Background: an optimization exercise with open tools, aiming at small area. Do not read the settings as production practice.
The RTL was checked by simulation tests, not by an equivalence proof against the original design.
Power and IR drop assume default switching activity.

Design tracking_channel, start of the top module:
module tracking_channel (
  input  logic        clk,
  input  logic        rstn,
  input  logic        if_sign,
  input  logic        if_mag,
  input  logic        pre_tic_enable,
  input  logic        tic_enable,
  input  logic [28:0] carr_nco_fc,
  input  logic [27:0] code_nco_fc,
  input  logic [9:0]  prn_key,
  input  logic        prn_key_enable,
  input  logic [10:0] code_slew,
  input  logic        slew_enable,
  input  logic        epoch_enable,
  input  logic [10:0] epoch_load,
  output logic        dump,
  output logic signed [15:0] i_early,
  output logic signed [15:0] q_early,
  output logic signed [15:0] i_prompt,
  output logic signed [15:0] q_prompt,
  output logic signed [15:0] i_late,
  output logic signed [15:0] q_late,
  output logic [31:0] carrier_val,
  output logic [20:0] code_val,
  output logic [10:0] epoch,
  output logic [10:0] epoch_check,
  output logic        test_point_01,
  output logic        test_point_02,
  output logic        test_point_03
);
clock: 10.0 ns
lec_check: 0
cap_margin: 0
core_margin: 2
core_utilization: 70
slew_margin: 0
synth_hierarchical: 1
standard.sh (not shown) runs the stock make flow with config.mk's settings and CLKGATE_MAP_FILE= SYNTH_SCRIPT=/design/flow/synth_recipe.tcl, a recipe that flattens the netlist after the stock synthesis.
==> flow/flow/run.sh <==
#!/bin/bash
# Layout flow: the standard ORFS flow (standard.sh, unchanged synthesis),
# with two settings changed:
#  - every input and output port still gets its own buffer, but a small
#    buf_1 instead of the default delay buffer (repair may resize it);
#  - clock tree: no dummy loads, smaller clock buffers.
# Each tool's full output is kept in orfs/logs; make's output in standard.log.
set -euo pipefail
export BUFFER_PORTS_ARGS="-buffer_cell sky130_fd_sc_hd__buf_1"
export CTS_ARGS="-sink_clustering_enable -repair_clock_nets -dont_use_dummy_load -buf_list sky130_fd_sc_hd__clkbuf_8 -sink_clustering_size 20 -sink_clustering_max_diameter 60"
bash standard.sh > standard.log 2>&1
The first run finished with timing, DRC and antenna clean.
Edit:
--- a/flow/flow/run.sh
+++ b/flow/flow/run.sh
@@ -10 +10 @@
-export CTS_ARGS="-sink_clustering_enable -repair_clock_nets -dont_use_dummy_load -buf_list sky130_fd_sc_hd__clkbuf_8 -sink_clustering_size 20 -sink_clustering_max_diameter 60"
+export CTS_ARGS="-sink_clustering_enable -repair_clock_nets -dont_use_dummy_load -buf_list sky130_fd_sc_hd__clkbuf_8 -sink_clustering_size 16 -sink_clustering_max_diameter 60"
--- a/flow/config.mk
+++ b/flow/config.mk
@@ -8 +8 @@
-export CAP_MARGIN = 0
+export CAP_MARGIN = 20
@@ -10,2 +10,2 @@
-export CORE_UTILIZATION = 70
-export SLEW_MARGIN = 0
+export CORE_UTILIZATION = 55
+export SLEW_MARGIN = 20
- global-route usage falls by 5.7 points
- design area goes up by 1.3%
- register-to-register slack gets better by 60 ps
- final cell count rises by 4.5%
- routed wire length is lower by 0.49%
- clock power went up by 12%
- die area climbs by 27%
- synthesized area is unchanged
- utilization is lower by 17 points
- power grows by 0.57%
- non-clock buffer count rose by 3
Edit:
--- a/flow/config.mk
+++ b/flow/config.mk
@@ -8 +8 @@
-export CAP_MARGIN = 20
+export CAP_MARGIN = 0
@@ -11 +11,2 @@
-export SLEW_MARGIN = 20
+export PLACE_DENSITY = 0.75
+export SLEW_MARGIN = 0
Result: The new run finished clean; synthesized cell count does not change; via count rises by 2.0%; critical path depth stays the same.
Edit:
--- a/flow/flow/run.sh
+++ b/flow/flow/run.sh
@@ -10 +10 @@
-export CTS_ARGS="-sink_clustering_enable -repair_clock_nets -dont_use_dummy_load -buf_list sky130_fd_sc_hd__clkbuf_8 -sink_clustering_size 16 -sink_clustering_max_diameter 60"
+export CTS_ARGS="-sink_clustering_enable -repair_clock_nets -dont_use_dummy_load -buf_list sky130_fd_sc_hd__clkbuf_8 -sink_clustering_size 18 -sink_clustering_max_diameter 55"
--- a/flow/config.mk
+++ b/flow/config.mk
@@ -11 +10,0 @@
-export PLACE_DENSITY = 0.75
Outcome: Final area barely changes; synthesized cell count is unchanged; wire length went down by 1.8%; utilization is about the same; combinational power goes down by about 2%; final cell count stays flat.

re-timing with driven ports:
The results above use ideal ports. As a check the final layouts listed here were re-extracted and re-timed, cells and wires unchanged.
Step 1 (the two cells are an assumption about what drives the block):
set clk [get_ports {clk}]
set_driving_cell -lib_cell sky130_fd_sc_hd__clkbuf_16 $clk
set_driving_cell -lib_cell sky130_fd_sc_hd__buf_2 [delete_from_list [all_inputs] $clk]
Step 2, shift: input delay + t, output delay - t, t = (earliest + latest rising clock arrival at the registers) / 2. This alone moves slack from input paths to output paths.
a / b / c = ideal ports / drivers / drivers and shift; a / b = the first two.
run	shift t [ns]	setup slack, ns	cell pins on the clock port's net
the first run	0.617	1.048 / 1.048 / 1.048	1
the second run	0.575	1.109 / 1.109 / 1.109	1
the third run	0.581	1.059 / 1.059 / 1.059	1
the fourth run	0.589	1.106 / 1.106 / 1.106	1
After both steps every run listed still meets setup and hold.
